Context: an optimization exercise on an open-source flow, tuned for small area, a short achievable clock period and few clock cycles per item. The choices shown serve that exercise and are no tape-out recipe.
The RTL was checked by simulation tests, not by an equivalence proof against the original design.

==> inputs of build 30 <==
## RC6encryption
module RC6encryption(
	input		wire			  	inClk,
	input		wire				inReset,
	input		wire				inKeyWr,
	input		wire				inDataWr,
	input 	wire 	[127:0] 	inData,
	input		wire	[255:0] 	inKey,
	output 	wire 	[127:0] 	outData,
	output	wire				outBusy
	);
localparam [31:0] P32 = 32'hB7E15163;
localparam [31:0] Q32 = 32'h9E3779B9;
function [31:0] bswap(input [31:0] x);
	bswap = {x[7:0], x[15:8], x[23:16], x[31:24]};
endfunction
function [31:0] rotl3(input [31:0] x);
	rotl3 = {x[28:0], x[31:29]};
endfunction
reg			busy;
reg	[7:0]	cnt;
reg			pass1n;		 
reg			stepY;		 
reg			pre;		 
reg			post;		 
reg			noTU;		 
reg			zS;			 
wire		last = (cnt == 8'd131);
wire	[7:0]	cntn = cnt + 8'd1;
wire		run = busy && !inReset && !last;	 
wire		start = !busy && inKeyWr && inDataWr && !inReset;
always @(posedge inClk) begin
	if (inReset)
		busy <= 1'b0;
	else if (!busy)
		busy <= inKeyWr & inDataWr;
	else if (last)
		busy <= 1'b0;
	cnt		<= run ? cntn : 8'd0;
	pass1n	<= run ? (cntn < 8'd43) : 1'b1;
	stepY	<= run && (((cntn >= 8'd90) && !cntn[0]) || (cntn == 8'd131));
	pre		<= run && (cntn == 8'd90);
	post	<= run && (cntn == 8'd131);
	noTU	<= run && ((cntn == 8'd90) || (cntn == 8'd131));
	zS		<= run && ((cntn == 8'd88) || (cntn == 8'd129));
end
assign outBusy = busy;
reg	[31:0]	d0, d1, d2, d3;	 
reg	[31:0]	sr [0:42];	 
reg	[31:0]	lr [0:7];	 
reg	[31:0]	pc;			 
reg	[31:0]	SA;			 
reg	[31:0]	Br;			 
wire	[31:0]	x = SA;
wire	[31:0]	y = Br;
wire	[31:0]	L = lr[0];
wire	[28:0]	lo = x[28:0] + y[28:0];
wire			c29;
RC6keyReg #(.W(29)) _c29(.inA(x[28:0]), .inB(y[28:0]), .outCarry(c29));
wire	[2:0]		hi0 = x[31:29] + y[31:29];
wire	[2:0]		hi1 = hi0 + 3'd1;
  ...
==> flow/config.mk <==
export PLATFORM = sky130hd
export DESIGN_NAME = RC6encryption
export DESIGN_NICKNAME = RC6encryption
export VERILOG_FILES = /design/flow/design.v
export SDC_FILE = /design/flow/constraint.sdc
export NUM_CORES = 4
export LEC_CHECK = 0
export CAP_MARGIN = 30
export CORE_MARGIN = 2
export CORE_UTILIZATION = 55
export CTS_CLUSTER_DIAMETER = 60
export CTS_CLUSTER_SIZE = 25
export SLEW_MARGIN = 30
export SYNTH_HIERARCHICAL = 1
export TNS_END_PERCENT = 30
==> flow/constraint.sdc <==
create_clock -name core_clock -period 20.0 [get_ports {inClk}]
set_input_delay 4.0000 -clock core_clock [delete_from_list [all_inputs] [get_ports {inClk}]]
set_output_delay 4.0000 -clock core_clock [all_outputs]
set_load 0.01 [all_outputs]
standard.sh (not shown) runs the stock make flow with config.mk's settings and CLKGATE_MAP_FILE= SYNTH_SCRIPT=/design/flow/synth_recipe.tcl, a recipe that flattens the netlist after the stock synthesis.
==> flow/flow/run.sh <==
#!/bin/bash
# The standard ORFS layout (the standard.sh: unchanged synthesis and steps)
# with two knobs the settings list does not offer:
#  - the port buffers that every input and output gets are buf_2 cells.
set -euo pipefail
bash standard.sh SETUP_SLACK_MARGIN=14.45 "BUFFER_PORTS_ARGS=-buffer_cell sky130_fd_sc_hd__buf_2" finish > standard.log 2>&1
==> trial 84 (differences from build 30) <==
--- a/flow/design.v
+++ b/flow/design.v
@@ -550,32 +550,33 @@
 endfunction
 function [31:0] rotl3(input [31:0] x);
 	rotl3 = {x[28:0], x[31:29]};
 endfunction
 reg			busy;
 reg	[7:0]	cnt;
 reg			pass1n;		 
+reg			loadD;		 
 reg			stepY;		 
 reg			pre;		 
 reg			post;		 
 reg			noTU;		 
 reg			zS;			 
 wire		last = (cnt == 8'd131);
 wire	[7:0]	cntn = cnt + 8'd1;
 wire		run = busy && !inReset && !last;	 
-wire		start = !busy && inKeyWr && inDataWr && !inReset;
 always @(posedge inClk) begin
 	if (inReset)
 		busy <= 1'b0;
 	else if (!busy)
 		busy <= inKeyWr & inDataWr;
 	else if (last)
 		busy <= 1'b0;
 	cnt		<= run ? cntn : 8'd0;
 	pass1n	<= run ? (cntn < 8'd43) : 1'b1;
+	loadD	<= run && (cntn == 8'd1);
 	stepY	<= run && (((cntn >= 8'd90) && !cntn[0]) || (cntn == 8'd131));
 	pre		<= run && (cntn == 8'd90);
 	post	<= run && (cntn == 8'd131);
 	noTU	<= run && ((cntn == 8'd90) || (cntn == 8'd131));
 	zS		<= run && ((cntn == 8'd88) || (cntn == 8'd129));
 end
 assign outBusy = busy;
@@ -628,15 +629,20 @@
 RC6control #(.W(29)) _mqs(.inSel(ql[3]), .inData0(qs0), .inData1(qs1), .outData(qs));
 wire	[31:0]	SAn = {qs, ql[2:0]};
 wire	[31:0]	An = {lo[28:0], c29 ? hi1 : hi0};
 integer n;
 always @(posedge inClk) begin
 	for (n = 0; n < 42; n = n + 1)
 		sr[n] <= sr[n + 1];
-	sr[42] <= An;
+	sr[42] <= busy ? An : inData[127:96];
+	if (!busy) begin
+		sr[41] <= inData[95:64];
+		sr[40] <= inData[63:32];
+		sr[39] <= inData[31:0];
+	end
 	for (n = 0; n < 7; n = n + 1)
 		lr[n] <= busy ? lr[n + 1] : bswap(inKey[255 - 32 * n -: 32]);
 	lr[7] <= busy ? Bn : bswap(inKey[31:0]);
 	pc <= busy ? pc + Q32 : P32 + Q32;
 	SA <= busy ? SAn : P32;
 	Br <= busy ? Bn : 32'd0;
 end
@@ -653,19 +659,19 @@
 wire	[31:0]	a0 = r0 + K0;
 wire	[31:0]	a2 = r2 + K2;
 always @(posedge inClk) begin
 	T <= ft;
 	U <= fu;
 	d1s <= zS ? 32'd0 : a2;
 	d3s <= zS ? 32'd0 : a0;
-	if (start) begin
-		d0 <= inData[31:0];
-		d1 <= inData[127:96];
-		d2 <= inData[95:64];
-		d3 <= inData[63:32];
+	if (loadD) begin
+		d0 <= sr[38];
+		d1 <= sr[41];
+		d2 <= sr[40];
+		d3 <= sr[39];
 	end else if (stepY) begin
 		d0 <= d1;
 		d1 <= post ? SAn : a2;
 		d2 <= d3;
 		d3 <= a0;
 	end
 end
==> flow/flow/run.sh (replaced) <==
#!/bin/bash
# The standard ORFS layout (the standard.sh: unchanged synthesis and steps)
# with two knobs the settings list does not offer:
#  - the port buffers that every input and output gets are buf_2 cells.
set -euo pipefail
bash standard.sh SETUP_SLACK_MARGIN=15 "BUFFER_PORTS_ARGS=-buffer_cell sky130_fd_sc_hd__buf_2" finish > standard.log 2>&1
- CORE_UTILIZATION: 55 -> 40
- CTS_CLUSTER_DIAMETER: 60 -> default
- CTS_CLUSTER_SIZE: 25 -> default
- TNS_END_PERCENT: 30 -> default
==> qor summary <==
Fraction of area in registers: build 30 0.444; trial 84 0.395
Startpoint of the tightest hold check path: build 30 sr[40][19]; trial 84 sr[6][13]
Fin nets: build 30 8588; trial 84 9078
Critical path arrival: build 30 1.69 ns; trial 84 1.66 ns
Inserted tap cell count: build 30 2030; trial 84 2838
Final critical-path required period: build 30 5.69 ns; trial 84 5.66 ns
Crit path to: build 30 outData[31]; trial 84 outData[52]
Sequential fraction of the synthesis area: build 30 0.491; trial 84 0.479
Flops & latches, synth: build 30 1999; trial 84 2000
Drt total wl: build 30 225 mm; trial 84 310 mm
Clock edge transition at the registers on the reported setup and hold paths: build 30 0.09 ns; trial 84 0.07 ns
Post-Synthesis Cell Area: build 30 84200 µm²; trial 84 86200 µm²
Number of standard cells after synthesis: build 30 7025; trial 84 7147
Period Utilization, post-route: build 30 0.284; trial 84 0.283
Total number of multi-input combinational cells: build 30 4273; trial 84 4360
Critical path peak fanout: build 30 3; trial 84 2
Gates resized, CTS repair: build 30 38; trial 84 708
Outcome: build 30 finished clean; trial 84 finished clean
Global-route wire length before repair: build 30 334 mm; trial 84 431 mm
Number of placement rows: build 30 143; trial 84 170
Layout sequential cell count: build 30 1999; trial 84 2000
Testbench counts of build 30, summed over its fixed seeds: cycles 42,560, items 320.
Testbench counts of trial 84, summed over its fixed seeds: cycles 42,560, items 320.

========
==> maple: inputs <==
Starting RTL as in the previous note.
==> flow/config.mk <==
export PLATFORM = sky130hd
export DESIGN_NAME = RC6encryption
export DESIGN_NICKNAME = RC6encryption
export VERILOG_FILES = /design/flow/design.v
export SDC_FILE = /design/flow/constraint.sdc
export NUM_CORES = 4
export LEC_CHECK = 0
export CAP_MARGIN = 30
export CORE_MARGIN = 2
export CORE_UTILIZATION = 62
export CTS_CLUSTER_DIAMETER = 60
export CTS_CLUSTER_SIZE = 25
export SLEW_MARGIN = 30
export SYNTH_HIERARCHICAL = 1
==> flow/constraint.sdc <==
create_clock -name core_clock -period 20.0 [get_ports {inClk}]
set_input_delay 4.0000 -clock core_clock [delete_from_list [all_inputs] [get_ports {inClk}]]
set_output_delay 4.0000 -clock core_clock [all_outputs]
set_load 0.01 [all_outputs]
==> flow/flow/run.sh <==
#!/bin/bash
# The standard ORFS layout (the standard.sh: unchanged synthesis and steps)
# with two knobs the settings list does not offer:
#  - the port buffers that every input and output gets are buf_2 cells.
set -euo pipefail
bash standard.sh SETUP_SLACK_MARGIN=14.45 "BUFFER_PORTS_ARGS=-buffer_cell sky130_fd_sc_hd__buf_2" finish > standard.log 2>&1
==> tundra (differences from maple) <==
--- a/flow/design.v
+++ b/flow/design.v
@@ -551,30 +551,31 @@
 function [31:0] rotl3(input [31:0] x);
 	rotl3 = {x[28:0], x[31:29]};
 endfunction
 reg			busy;
 reg	[7:0]	cnt;
 reg			pass1n;		 
+reg			loadD;		 
 reg			stepY;		 
 reg			pre;		 
 reg			post;		 
 reg			noTU;		 
 reg			zS;			 
 wire		last = (cnt == 8'd131);
 wire	[7:0]	cntn = cnt + 8'd1;
 wire		run = busy && !inReset && !last;	 
-wire		start = !busy && inKeyWr && inDataWr && !inReset;
 always @(posedge inClk) begin
 	if (inReset)
 		busy <= 1'b0;
 	else if (!busy)
 		busy <= inKeyWr & inDataWr;
 	else if (last)
 		busy <= 1'b0;
 	cnt		<= run ? cntn : 8'd0;
 	pass1n	<= run ? (cntn < 8'd43) : 1'b1;
+	loadD	<= run && (cntn == 8'd1);
 	stepY	<= run && (((cntn >= 8'd90) && !cntn[0]) || (cntn == 8'd131));
 	pre		<= run && (cntn == 8'd90);
 	post	<= run && (cntn == 8'd131);
 	noTU	<= run && ((cntn == 8'd90) || (cntn == 8'd131));
 	zS		<= run && ((cntn == 8'd88) || (cntn == 8'd129));
 end
@@ -629,13 +630,18 @@
 wire	[31:0]	SAn = {qs, ql[2:0]};
 wire	[31:0]	An = {lo[28:0], c29 ? hi1 : hi0};
 integer n;
 always @(posedge inClk) begin
 	for (n = 0; n < 42; n = n + 1)
 		sr[n] <= sr[n + 1];
-	sr[42] <= An;
+	sr[42] <= busy ? An : inData[127:96];
+	if (!busy) begin
+		sr[41] <= inData[95:64];
+		sr[40] <= inData[63:32];
+		sr[39] <= inData[31:0];
+	end
 	for (n = 0; n < 7; n = n + 1)
 		lr[n] <= busy ? lr[n + 1] : bswap(inKey[255 - 32 * n -: 32]);
 	lr[7] <= busy ? Bn : bswap(inKey[31:0]);
 	pc <= busy ? pc + Q32 : P32 + Q32;
 	SA <= busy ? SAn : P32;
 	Br <= busy ? Bn : 32'd0;
@@ -654,17 +660,17 @@
 wire	[31:0]	a2 = r2 + K2;
 always @(posedge inClk) begin
 	T <= ft;
 	U <= fu;
 	d1s <= zS ? 32'd0 : a2;
 	d3s <= zS ? 32'd0 : a0;
-	if (start) begin
-		d0 <= inData[31:0];
-		d1 <= inData[127:96];
-		d2 <= inData[95:64];
-		d3 <= inData[63:32];
+	if (loadD) begin
+		d0 <= sr[38];
+		d1 <= sr[41];
+		d2 <= sr[40];
+		d3 <= sr[39];
 	end else if (stepY) begin
 		d0 <= d1;
 		d1 <= post ? SAn : a2;
 		d2 <= d3;
 		d3 <= a0;
 	end
==> flow/flow/run.sh (replaced) <==
#!/bin/bash
# The standard ORFS layout (the standard.sh: unchanged synthesis and steps)
# with two knobs the settings list does not offer:
#  - the port buffers that every input and output gets are buf_2 cells.
set -euo pipefail
bash standard.sh SETUP_SLACK_MARGIN=15 "BUFFER_PORTS_ARGS=-buffer_cell sky130_fd_sc_hd__buf_2" finish > standard.log 2>&1
==> flow/config.mk (replaced) <==
export PLATFORM = sky130hd
export DESIGN_NAME = RC6encryption
export DESIGN_NICKNAME = RC6encryption
export VERILOG_FILES = /design/flow/design.v
export SDC_FILE = /design/flow/constraint.sdc
export NUM_CORES = 4
export LEC_CHECK = 0
export CAP_MARGIN = 30
export CORE_MARGIN = 2
export CORE_UTILIZATION = 40
export CTS_CLUSTER_DIAMETER = 60
export CTS_CLUSTER_SIZE = 25
export SLEW_MARGIN = 30
export SYNTH_HIERARCHICAL = 1
==> onyx (differences from maple) <==
--- a/flow/design.v
+++ b/flow/design.v
@@ -551,30 +551,31 @@
 function [31:0] rotl3(input [31:0] x);
 	rotl3 = {x[28:0], x[31:29]};
 endfunction
 reg			busy;
 reg	[7:0]	cnt;
 reg			pass1n;		 
+reg			loadD;		 
 reg			stepY;		 
 reg			pre;		 
 reg			post;		 
 reg			noTU;		 
 reg			zS;			 
 wire		last = (cnt == 8'd131);
 wire	[7:0]	cntn = cnt + 8'd1;
 wire		run = busy && !inReset && !last;	 
-wire		start = !busy && inKeyWr && inDataWr && !inReset;
 always @(posedge inClk) begin
 	if (inReset)
 		busy <= 1'b0;
 	else if (!busy)
 		busy <= inKeyWr & inDataWr;
 	else if (last)
 		busy <= 1'b0;
 	cnt		<= run ? cntn : 8'd0;
 	pass1n	<= run ? (cntn < 8'd43) : 1'b1;
+	loadD	<= run && (cntn == 8'd1);
 	stepY	<= run && (((cntn >= 8'd90) && !cntn[0]) || (cntn == 8'd131));
 	pre		<= run && (cntn == 8'd90);
 	post	<= run && (cntn == 8'd131);
 	noTU	<= run && ((cntn == 8'd90) || (cntn == 8'd131));
 	zS		<= run && ((cntn == 8'd88) || (cntn == 8'd129));
 end
@@ -629,13 +630,18 @@
 wire	[31:0]	SAn = {qs, ql[2:0]};
 wire	[31:0]	An = {lo[28:0], c29 ? hi1 : hi0};
 integer n;
 always @(posedge inClk) begin
 	for (n = 0; n < 42; n = n + 1)
 		sr[n] <= sr[n + 1];
-	sr[42] <= An;
+	sr[42] <= busy ? An : inData[127:96];
+	if (!busy) begin
+		sr[41] <= inData[95:64];
+		sr[40] <= inData[63:32];
+		sr[39] <= inData[31:0];
+	end
 	for (n = 0; n < 7; n = n + 1)
 		lr[n] <= busy ? lr[n + 1] : bswap(inKey[255 - 32 * n -: 32]);
 	lr[7] <= busy ? Bn : bswap(inKey[31:0]);
 	pc <= busy ? pc + Q32 : P32 + Q32;
 	SA <= busy ? SAn : P32;
 	Br <= busy ? Bn : 32'd0;
@@ -654,17 +660,17 @@
 wire	[31:0]	a2 = r2 + K2;
 always @(posedge inClk) begin
 	T <= ft;
 	U <= fu;
 	d1s <= zS ? 32'd0 : a2;
 	d3s <= zS ? 32'd0 : a0;
-	if (start) begin
-		d0 <= inData[31:0];
-		d1 <= inData[127:96];
-		d2 <= inData[95:64];
-		d3 <= inData[63:32];
+	if (loadD) begin
+		d0 <= sr[38];
+		d1 <= sr[41];
+		d2 <= sr[40];
+		d3 <= sr[39];
 	end else if (stepY) begin
 		d0 <= d1;
 		d1 <= post ? SAn : a2;
 		d2 <= d3;
 		d3 <= a0;
 	end
==> flow/config.mk (replaced) <==
export PLATFORM = sky130hd
export DESIGN_NAME = RC6encryption
export DESIGN_NICKNAME = RC6encryption
export VERILOG_FILES = /design/flow/design.v
export SDC_FILE = /design/flow/constraint.sdc
export NUM_CORES = 4
export LEC_CHECK = 0
export CAP_MARGIN = 30
export CORE_MARGIN = 2
export CORE_UTILIZATION = 55
export CTS_CLUSTER_DIAMETER = 60
export CTS_CLUSTER_SIZE = 25
export SLEW_MARGIN = 30
export SYNTH_HIERARCHICAL = 1
==> notes.md <==
Clock skew: tundra is higher than onyx (27 ps).
Between maple and tundra, the lower synthesized area is in maple (gap about 2.3%, measured against tundra).
The lowest global-route usage belongs to tundra, the highest to onyx.
Critical path depth: maple is higher than tundra (1).
Final cell count: tundra > onyx > maple.
In onyx the via count is larger than in maple, by 5.7%.
Of onyx and tundra, onyx has the higher utilization (gap 13 points).
==> figures <==
Net total in the final layout: tundra 9021; onyx 8733; maple 8622
Signal buffers: tundra 910; onyx 639; maple 639
Register-to-register path setup slack: tundra 14810 ps; onyx 14450 ps; maple 14520 ps
Status: tundra finished clean; onyx finished clean; maple finished clean
Nonclk inv count: tundra 458; onyx 458; maple 446
Setup fix buffers added after clock tree synthesis: tundra 235; onyx 61; maple 47
Sum of net half-perimeters after detailed placement: tundra 233 mm; onyx 213 mm; maple 166 mm
Layer with the highest usage: tundra met2; onyx met1; maple met2
Footprint of the multi-input gates: tundra 44000 sq um; onyx 41800 sq um; maple 40000 sq um
Wire length on met2: tundra 132 mm; onyx 114 mm; maple 104 mm
Number of global-route vias before repair: tundra 57100; onyx 54900; maple 52400
WHS Endpoint: tundra sr[2][21]; onyx sr[6][6]; maple sr[21][15]
Worst R2R Path Depth: tundra 17; onyx 14; maple 16
Placeable core area: tundra 214000 sq um; onyx 156000 sq um; maple 135000 sq um
Startpoint of the most critical setup path: tundra d0[2]; onyx d1[17]; maple d2[31]
Cell class with the largest area share: tundra multi-input gates; onyx multi-input gates; maple flip-flops and latches
Fillers: tundra 19300; onyx 12400; maple 9752
Testbench counts of maple, summed over its fixed seeds: cycles 42,560, items 320.
Testbench counts of tundra, summed over its fixed seeds: cycles 42,560, items 320.
Testbench counts of onyx, summed over its fixed seeds: cycles 42,560, items 320.

## afterwards: timing with drivers on the ports
The flow's constraints put no driver on any port. The routed layouts listed below were extracted and timed again, unchanged, in two steps. Step 1 (the two cells are an assumption about what drives the block):
set clk [get_ports {inClk}]
set_driving_cell -lib_cell sky130_fd_sc_hd__clkbuf_16 $clk
set_driving_cell -lib_cell sky130_fd_sc_hd__buf_2 [delete_from_list [all_inputs] $clk]
Step 2 times the ports against the registers' clock, not the clock port: input delays grow and output delays shrink by t, the midpoint of the rising clock arrivals with the driver on. Slacks: no drivers / after step 1 / after step 2; pairs: no drivers / after step 1.
run	t, ns	setup slack, ns	clock arrival spread, ns	pins driven straight from the clock port
build 30	0.840	14.314 / 14.232 / 13.739	0.132 / 0.132	1
trial 84	0.949	14.337 / 14.248 / 14.716	0.099 / 0.100	1
maple	0.844	14.421 / 14.336 / 13.774	0.086 / 0.086	1
tundra	0.920	14.365 / 14.275 / 14.747	0.088 / 0.088	1
onyx	0.887	14.380 / 14.290 / 14.453	0.062 / 0.062	1
After both steps setup and hold are still met in every run listed. The setup slack of maple, which loses most, moves by -0.085 ns with the drivers and by -0.647 ns with both steps.
